This design comes from an exercise in tuning for small area, a short achievable clock period and few clock cycles on the open sky130 flow, not from production work. The RTL was checked by simulation tests, not by an equivalence proof against the original design. Power is estimated from default activity; no workload was simulated.

==> tundra: inputs <==
// RV32i_top
module RV32i_top (
    input  logic        clk_i,
    input  logic        resetn_i,
    input  logic        imem_valid_i,
    output logic [31:0] imem_add_o,
    input  logic [31:0] imem_data_i,
    output logic [31:0] dmem_add_o,
    input  logic [31:0] dmem_do_i,
    output logic [31:0] dmem_di_o,
    output logic        dmem_we_o,
    output logic        dmem_re_o,
    output logic [ 3:0] dmem_ble_o
);
Settings: LEC_CHECK=0, CAP_MARGIN=20, CORE_MARGIN=2, CORE_UTILIZATION=40, CTS_BUF_LIST=sky130_fd_sc_hd__clkbuf_8, CTS_CLUSTER_DIAMETER=100, CTS_CLUSTER_SIZE=12, SETUP_SLACK_MARGIN=5, SLEW_MARGIN=20; clock period 10.0 ns.
run.sh (not shown) runs the stock make flow with config.mk's settings and CLKGATE_MAP_FILE= SYNTH_SCRIPT=/design/flow/synth_recipe.tcl, a recipe that flattens the netlist after the stock synthesis.
==> inputs of delta, as changes to tundra <==
--- a/flow/design.v
+++ b/flow/design.v
@@ -9,13 +9,12 @@
   localparam logic [4:0] OPC_JALR   = 5'b11001;
   localparam logic [4:0] OPC_JAL    = 5'b11011;
 endpackage
 module alu (
     input  logic [31:0] a_i,
     input  logic [31:0] b_i,
-    input  logic [ 4:0] shamt_i,    
     input  logic        sub_i,      
     input  logic        sel_add_i,
     input  logic        sel_slt_i,
     input  logic        sel_sltu_i,
     input  logic        sel_xor_i,
     input  logic        sel_or_i,
@@ -28,27 +27,21 @@
     output logic        eq_o,
     output logic        lt_o,       
     output logic        ltu_o       
 );
   logic [32:0] sum33;
   logic [31:0] bx;
-  logic [31:0] sh_in, sh_out, sll, sr;
+  logic [31:0] sll, sr;
   assign bx    = sub_i ? ~b_i : b_i;
   assign sum33 = {1'b0, a_i} + {1'b0, bx} + {32'd0, sub_i};
   assign sum_o = sum33[31:0];
   assign eq_o  = (a_i == b_i);
   assign ltu_o = ~sum33[32];
   assign lt_o  = (a_i[31] ^ b_i[31]) ? a_i[31] : sum33[31];
-  always_comb begin
-    for (int i = 0; i < 32; i++) sh_in[i] = sel_sll_i ? a_i[31-i] : a_i[i];
-  end
-  assign sh_out = 32'($signed({arith_i & a_i[31], sh_in}) >>> shamt_i);
-  always_comb begin
-    for (int i = 0; i < 32; i++) sll[i] = sh_out[31-i];
-  end
-  assign sr = sh_out;
+  assign sll = a_i << b_i[4:0];
+  assign sr  = $signed({arith_i & a_i[31], a_i}) >>> b_i[4:0];
   assign res_o = ({32{sel_add_i}} & sum33[31:0])
                | ({32{sel_xor_i}} & (a_i ^ b_i))
                | ({32{sel_or_i}}  & (a_i | b_i))
                | ({32{sel_and_i}} & (a_i & b_i))
                | ({32{sel_sll_i}} & sll)
                | ({32{sel_sr_i}}  & sr)
@@ -195,33 +188,24 @@
     output logic        dmem_re_o,
     output logic [ 3:0] dmem_ble_o
 );
   logic [11:0] pc_q;   
   logic        ex_wb_q, ex_load_q, ex_store_q, ex_branch_q, ex_jalr_q, ex_link_q;
   logic        ex_pred_q;   
-  logic        ex_back_q;   
-  logic [3:0] ex_hidx_q;   
-  logic        ex_kill_q;   
   logic [ 4:0] ex_rd_q;
   logic [ 2:0] ex_f3_q;
   logic [31:0] ex_a_q, ex_b_q, ex_sd_q;
+  logic        ex_fwd_a_q, ex_fwd_b_q, ex_fwd_s_q;
   logic [11:0] ex_alt_q;   
   logic ex_sub_q, ex_add_q, ex_slt_q, ex_sltu_q, ex_xor_q, ex_or_q, ex_and_q;
   logic ex_sll_q, ex_sr_q, ex_arith_q;
-  logic [ 4:0] ex_shamt_q;   
   logic        mem_wb_q, mem_load_q, mem_store_q;
   logic [ 4:0] mem_rd_q;
   logic [ 2:0] mem_f3_q;
   logic [31:0] mem_res_q, mem_sd_q;
   logic [ 3:0] mem_ble_q;
-  logic ex_wb, ex_load, ex_store, ex_branch, ex_jalr;
-  assign ex_wb     = ex_wb_q & ~ex_kill_q;
-  assign ex_load   = ex_load_q & ~ex_kill_q;
-  assign ex_store  = ex_store_q & ~ex_kill_q;
-  assign ex_branch = ex_branch_q & ~ex_kill_q;
-  assign ex_jalr   = ex_jalr_q & ~ex_kill_q;
   logic [31:0] ld_data, wb_data;
   RV32i_load_fmt u_ldfmt (
       .f3_i  (mem_f3_q),
       .addr_i(mem_res_q[1:0]),
       .word_i(dmem_do_i),
       .data_o(ld_data)
@@ -277,95 +261,78 @@
       .rs2_add_i (rs2),
       .rs1_data_o(rf_rs1),
       .rs2_data_o(rf_rs2)
   );
   assign rs1_val = (mem_wb_q && mem_rd_q == rs1) ? wb_data : rf_rs1;
   assign rs2_val = (mem_wb_q && mem_rd_q == rs2) ? wb_data : rf_rs2;
-  logic fwd1, fwd2;
-  logic [31:0] res;
-  assign fwd1 = ex_wb && rs1 == ex_rd_q;
-  assign fwd2 = ex_wb && rs2 == ex_rd_q;
   logic stall;
-  assign stall = ex_load && ((uses_rs1 && rs1 == ex_rd_q) || (uses_rs2 && rs2 == ex_rd_q));
-  logic redirect, taken;
+  assign stall = ex_load_q && ((uses_rs1 && rs1 == ex_rd_q) || (uses_rs2 && rs2 == ex_rd_q));
+  logic redirect;
   logic [11:0] redirect_pc;
-  logic [11:0] pc_inc, tgt_j, tgt_b, pc_fd;
-  logic pred_taken, rd_nz, d_shift;
-  logic [15:0] bht_q;
-  always_ff @(posedge clk_i or negedge resetn_i) begin
-    if (!resetn_i) bht_q <= '0;
-    else if (ex_branch && !ex_back_q) bht_q[ex_hidx_q] <= taken;
-  end
-  assign pred_taken = d_branch & (ins[31] | bht_q[pc_q[3:0]]);
-  assign tgt_j  = pc_q + {ins[13:12], ins[20], ins[30:22]};
-  assign tgt_b  = pc_q + {ins[31], ins[31], ins[7], ins[30:25], ins[11:9]};
+  logic [11:0] pc_inc, pc_tgt, off;
+  logic pred_taken, rd_nz;
+  assign pred_taken = d_branch & ins[31];   
+  assign off = d_jal ? {ins[13:12], ins[20], ins[30:22]}
+                     : {ins[31], ins[31], ins[7], ins[30:25], ins[11:9]};
+  assign pc_tgt = pc_q + off;
   assign pc_inc = pc_q + 12'd1;
-  assign pc_fd  = d_jal ? tgt_j : pred_taken ? tgt_b : pc_inc;
   logic go;   
-  assign go = imem_valid_i & ~stall;
+  assign go = imem_valid_i & ~stall & ~redirect;
   always_ff @(posedge clk_i or negedge resetn_i) begin
     if (!resetn_i) pc_q <= 12'd0;
     else if (redirect) pc_q <= redirect_pc;
-    else if (imem_valid_i && !stall) pc_q <= pc_fd;
+    else if (imem_valid_i && !stall) pc_q <= (d_jal || pred_taken) ? pc_tgt : pc_inc;
   end
   assign imem_add_o = {18'd0, pc_q, 2'b00};
   assign rd_nz = (rd != 5'd0);
-  assign d_shift = d_sll | d_sr;
   always_ff @(posedge clk_i or negedge resetn_i) begin
     if (!resetn_i) begin
       ex_wb_q     <= 1'b0;
       ex_load_q   <= 1'b0;
       ex_store_q  <= 1'b0;
       ex_branch_q <= 1'b0;
       ex_jalr_q   <= 1'b0;
-      ex_kill_q   <= 1'b0;
     end else begin
-      ex_kill_q   <= redirect;
       ex_wb_q     <= go & d_wb & rd_nz;
       ex_load_q   <= go & d_load & rd_nz;
       ex_store_q  <= go & d_store;
       ex_branch_q <= go & d_branch;
       ex_jalr_q   <= go & d_jalr;
     end
   end
   always_ff @(posedge clk_i) begin
     ex_link_q  <= d_jal | d_jalr;
     ex_pred_q  <= pred_taken;
-    ex_back_q  <= ins[31];
-    ex_hidx_q  <= pc_q[3:0];
     ex_rd_q    <= rd;
     ex_f3_q    <= ins[14:12];
-    ex_a_q     <= (fwd1 && uses_rs1) ? res
-                : a_is_zero ? 32'd0 : a_is_pc ? {18'd0, pc_q, 2'b00} : rs1_val;
-    ex_b_q     <= (fwd2 && b_is_rs2) ? res : b_is_rs2 ? rs2_val : imm;
-    ex_sd_q    <= fwd2 ? res : rs2_val;
-    ex_shamt_q <= (fwd2 && d_shift && b_is_rs2) ? res[4:0]
-                : !d_shift ? 5'd0 : b_is_rs2 ? rs2_val[4:0] : ins[24:20];
-    ex_alt_q   <= (pred_taken || d_jal || d_jalr) ? pc_inc : tgt_b;
+    ex_a_q     <= a_is_zero ? 32'd0 : a_is_pc ? {18'd0, pc_q, 2'b00} : rs1_val;
+    ex_b_q     <= b_is_rs2 ? rs2_val : imm;
+    ex_sd_q    <= rs2_val;
+    ex_fwd_a_q <= ex_wb_q && uses_rs1 && rs1 == ex_rd_q;
+    ex_fwd_b_q <= ex_wb_q && b_is_rs2 && rs2 == ex_rd_q;
+    ex_fwd_s_q <= ex_wb_q && rs2 == ex_rd_q;
+    ex_alt_q   <= (pred_taken || d_jal || d_jalr) ? pc_inc : pc_tgt;
     ex_sub_q   <= d_sub;
     ex_add_q   <= d_add;
     ex_slt_q   <= d_slt;
     ex_sltu_q  <= d_sltu;
     ex_xor_q   <= d_xor;
     ex_or_q    <= d_or;
     ex_and_q   <= d_and;
     ex_sll_q   <= d_sll;
     ex_sr_q    <= d_sr;
     ex_arith_q <= d_arith;
   end
-  logic [31:0] a, b, sd, alu_res, sum;
-  logic [ 4:0] shamt;
-  logic eq, lt, ltu, cond;
-  assign a     = ex_a_q;
-  assign b     = ex_b_q;
-  assign sd    = ex_sd_q;
-  assign shamt = ex_shamt_q;
+  logic [31:0] a, b, sd, alu_res, sum, res;
+  logic eq, lt, ltu, cond, taken;
+  assign a  = ex_fwd_a_q ? mem_res_q : ex_a_q;
+  assign b  = ex_fwd_b_q ? mem_res_q : ex_b_q;
+  assign sd = ex_fwd_s_q ? mem_res_q : ex_sd_q;
   alu u_alu (
       .a_i       (a),
       .b_i       (b),
-      .shamt_i   (shamt),
       .sub_i     (ex_sub_q),
       .sel_add_i (ex_add_q),
       .sel_slt_i (ex_slt_q),
       .sel_sltu_i(ex_sltu_q),
       .sel_xor_i (ex_xor_q),
       .sel_or_i  (ex_or_q),
@@ -378,13 +345,13 @@
       .eq_o      (eq),
       .lt_o      (lt),
       .ltu_o     (ltu)
   );
   assign cond  = ex_f3_q[2] ? (ex_f3_q[1] ? ltu : lt) : eq;
   assign taken = cond ^ ex_f3_q[0];
-  assign redirect    = ex_jalr | (ex_branch & (taken ^ ex_pred_q));
+  assign redirect    = ex_jalr_q | (ex_branch_q & (taken ^ ex_pred_q));
   assign redirect_pc = ex_jalr_q ? sum[13:2] : ex_alt_q;
   assign res = ex_link_q ? {18'd0, ex_alt_q, 2'b00} : alu_res;
   logic [ 3:0] st_ble;
   logic [31:0] st_data;
   RV32i_store_fmt u_stfmt (
       .f3_i  (ex_f3_q),
@@ -396,15 +363,15 @@
   always_ff @(posedge clk_i or negedge resetn_i) begin
     if (!resetn_i) begin
       mem_wb_q    <= 1'b0;
       mem_load_q  <= 1'b0;
       mem_store_q <= 1'b0;
     end else begin
-      mem_wb_q    <= ex_wb;
-      mem_load_q  <= ex_load;
-      mem_store_q <= ex_store;
+      mem_wb_q    <= ex_wb_q;
+      mem_load_q  <= ex_load_q;
+      mem_store_q <= ex_store_q;
     end
   end
   always_ff @(posedge clk_i) begin
     mem_rd_q  <= ex_rd_q;
     mem_f3_q  <= ex_f3_q;
     mem_res_q <= res;
==> flow/flow/run.sh (new file) <==
#!/bin/bash
# Layout: the standard flow (standard.sh), with the timing-repair knobs
# from flow/knobs.sh exported to ORFS. Each tool's output is in standard.log
# here and in ORFS's own logs under orfs/logs.
set -euo pipefail
source flow/knobs.sh
bash standard.sh > standard.log 2>&1
==> flow/flow/knobs.sh (new file) <==
export SETUP_SLACK_MARGIN=6.5
export TNS_END_PERCENT=5
==> flow/standard.sh (new file) <==
#!/bin/bash
# synth_recipe.tcl (not shown) runs the flow's synth.tcl, then flattens the netlist and writes it again
# the make line also repeats each setting of config.mk as NAME=value (left out here)
make -C /OpenROAD-flow-scripts/flow DESIGN_CONFIG=/design/flow/config.mk WORK_HOME=/design/flow/orfs CLKGATE_MAP_FILE= SYNTH_SCRIPT=/design/flow/synth_recipe.tcl "${@:-finish}"
==> flow/config.mk (replaced) <==
export PLATFORM = sky130hd
export DESIGN_NAME = RV32i_top
export DESIGN_NICKNAME = RV32i_top
export VERILOG_FILES = /design/flow/design.v
export SDC_FILE = /design/flow/constraint.sdc
export NUM_CORES = 8
export LEC_CHECK = 0
export CAP_MARGIN = 20
export CORE_MARGIN = 2
export CORE_UTILIZATION = 40
export SLEW_MARGIN = 20
removed: flow/run.sh
==> inputs of xenon, as changes to tundra <==
--- a/flow/design.v
+++ b/flow/design.v
@@ -195,14 +195,12 @@
     output logic        dmem_re_o,
     output logic [ 3:0] dmem_ble_o
 );
   logic [11:0] pc_q;   
   logic        ex_wb_q, ex_load_q, ex_store_q, ex_branch_q, ex_jalr_q, ex_link_q;
   logic        ex_pred_q;   
-  logic        ex_back_q;   
-  logic [3:0] ex_hidx_q;   
   logic        ex_kill_q;   
   logic [ 4:0] ex_rd_q;
   logic [ 2:0] ex_f3_q;
   logic [31:0] ex_a_q, ex_b_q, ex_sd_q;
   logic [11:0] ex_alt_q;   
   logic ex_sub_q, ex_add_q, ex_slt_q, ex_sltu_q, ex_xor_q, ex_or_q, ex_and_q;
@@ -283,22 +281,17 @@
   logic fwd1, fwd2;
   logic [31:0] res;
   assign fwd1 = ex_wb && rs1 == ex_rd_q;
   assign fwd2 = ex_wb && rs2 == ex_rd_q;
   logic stall;
   assign stall = ex_load && ((uses_rs1 && rs1 == ex_rd_q) || (uses_rs2 && rs2 == ex_rd_q));
-  logic redirect, taken;
+  logic redirect;
   logic [11:0] redirect_pc;
   logic [11:0] pc_inc, tgt_j, tgt_b, pc_fd;
   logic pred_taken, rd_nz, d_shift;
-  logic [15:0] bht_q;
-  always_ff @(posedge clk_i or negedge resetn_i) begin
-    if (!resetn_i) bht_q <= '0;
-    else if (ex_branch && !ex_back_q) bht_q[ex_hidx_q] <= taken;
-  end
-  assign pred_taken = d_branch & (ins[31] | bht_q[pc_q[3:0]]);
+  assign pred_taken = d_branch & ins[31];   
   assign tgt_j  = pc_q + {ins[13:12], ins[20], ins[30:22]};
   assign tgt_b  = pc_q + {ins[31], ins[31], ins[7], ins[30:25], ins[11:9]};
   assign pc_inc = pc_q + 12'd1;
   assign pc_fd  = d_jal ? tgt_j : pred_taken ? tgt_b : pc_inc;
   logic go;   
   assign go = imem_valid_i & ~stall;
@@ -327,14 +320,12 @@
       ex_jalr_q   <= go & d_jalr;
     end
   end
   always_ff @(posedge clk_i) begin
     ex_link_q  <= d_jal | d_jalr;
     ex_pred_q  <= pred_taken;
-    ex_back_q  <= ins[31];
-    ex_hidx_q  <= pc_q[3:0];
     ex_rd_q    <= rd;
     ex_f3_q    <= ins[14:12];
     ex_a_q     <= (fwd1 && uses_rs1) ? res
                 : a_is_zero ? 32'd0 : a_is_pc ? {18'd0, pc_q, 2'b00} : rs1_val;
     ex_b_q     <= (fwd2 && b_is_rs2) ? res : b_is_rs2 ? rs2_val : imm;
     ex_sd_q    <= fwd2 ? res : rs2_val;
@@ -351,13 +342,13 @@
     ex_sll_q   <= d_sll;
     ex_sr_q    <= d_sr;
     ex_arith_q <= d_arith;
   end
   logic [31:0] a, b, sd, alu_res, sum;
   logic [ 4:0] shamt;
-  logic eq, lt, ltu, cond;
+  logic eq, lt, ltu, cond, taken;
   assign a     = ex_a_q;
   assign b     = ex_b_q;
   assign sd    = ex_sd_q;
   assign shamt = ex_shamt_q;
   alu u_alu (
       .a_i       (a),
==> flow/flow/run.sh (new file) <==
#!/bin/bash
# Layout: the standard flow (standard.sh), with the timing-repair knobs
# from flow/knobs.sh exported to ORFS. Each tool's output is in standard.log
# here and in ORFS's own logs under orfs/logs.
set -euo pipefail
source flow/knobs.sh
bash standard.sh > standard.log 2>&1
==> flow/flow/knobs.sh (new file) <==
export SETUP_SLACK_MARGIN=6.2
export BUFFER_PORTS_ARGS="-buffer_cell sky130_fd_sc_hd__buf_1"
==> flow/standard.sh (new file) <==
#!/bin/bash
# synth_recipe.tcl (not shown) runs the flow's synth.tcl, then flattens the netlist and writes it again
# the make line also repeats each setting of config.mk as NAME=value (left out here)
make -C /OpenROAD-flow-scripts/flow DESIGN_CONFIG=/design/flow/config.mk WORK_HOME=/design/flow/orfs CLKGATE_MAP_FILE= SYNTH_SCRIPT=/design/flow/synth_recipe.tcl "${@:-finish}"
--- a/flow/config.mk
+++ b/flow/config.mk
@@ -8,8 +8,7 @@
 export CAP_MARGIN = 20
 export CORE_MARGIN = 2
 export CORE_UTILIZATION = 40
 export CTS_BUF_LIST = sky130_fd_sc_hd__clkbuf_8
 export CTS_CLUSTER_DIAMETER = 100
 export CTS_CLUSTER_SIZE = 12
-export SETUP_SLACK_MARGIN = 5
 export SLEW_MARGIN = 20
removed: flow/run.sh
==> comparison table <==
quantity	tundra	xenon	delta
Run status	no timing/DRC/antenna violations	no timing/DRC/antenna violations	no timing/DRC/antenna violations
Total iterations of the first detailed-routing run	9	12	15
Time the worst path needs with I/O delays and setup	5227 ps	3926 ps	4219 ps
Fin cells	7160	7004	7319
Multi-input gate area	23300 um^2	24140 um^2	25310 um^2
Clock latency at the later pin of the worst-skew pair	930 ps	930 ps	820 ps
Required time reported for the critical path endpoint	10670 ps	10810 ps	10670 ps
Worst clock skew on the final layout	101.2 ps	94.75 ps	97.42 ps
Largest fanout on the critical path	17	11	4
Relative contribution of sequential cells to total power	52.6%	51.5%	43.8%
Share of synthesized area spent on multiplexers	3.847%	3.693%	4.527%
Most common cell type on the critical path	buf_4	buf_4	a21o_1
Final net count	5362	5242	5471
Clock tree cell share of total cell area	2.721%	2.570%	5.326%
Testbench counts of tundra, summed over its fixed seeds: cycles 70,366.
Testbench counts of delta, summed over its fixed seeds: cycles 72,984.
Testbench counts of xenon, summed over its fixed seeds: cycles 72,984.

==> what the ideal ports hide <==
Ports are ideal in the flow. The routed layouts listed here were re-timed in OpenROAD. Step 1 (the two cells are an assumption about what drives the block):
set clk [get_ports {clk_i}]
set_driving_cell -lib_cell sky130_fd_sc_hd__clkbuf_16 $clk
set_driving_cell -lib_cell sky130_fd_sc_hd__buf_2 [delete_from_list [all_inputs] $clk]
Step 2 times the ports against the registers' clock, not the clock port: input delays grow and output delays shrink by t, the midpoint of the rising clock arrivals with the driver on. Three values: ideal, step 1, step 2; two values: the first two.
run | t (ns) | slack for setup (ns) | latest minus earliest clock arrival (ns) | worst slew at a driven data input, ns | cell pins on the clock port's net
tundra | 0.958 | 4.773 / 4.795 / 3.837 | 0.102 / 0.102 | 0.15 | 1
delta | 0.852 | 5.781 / 5.782 / 4.932 | 0.098 / 0.097 | 0.15 | 1
xenon | 0.959 | 6.074 / 6.081 / 5.122 | 0.104 / 0.104 | 0.09 | 1
After both steps setup and hold are still met in every run listed. For xenon, which loses most, drivers alone change the setup slack by +0.007 ns; drivers and shift together by -0.952 ns.
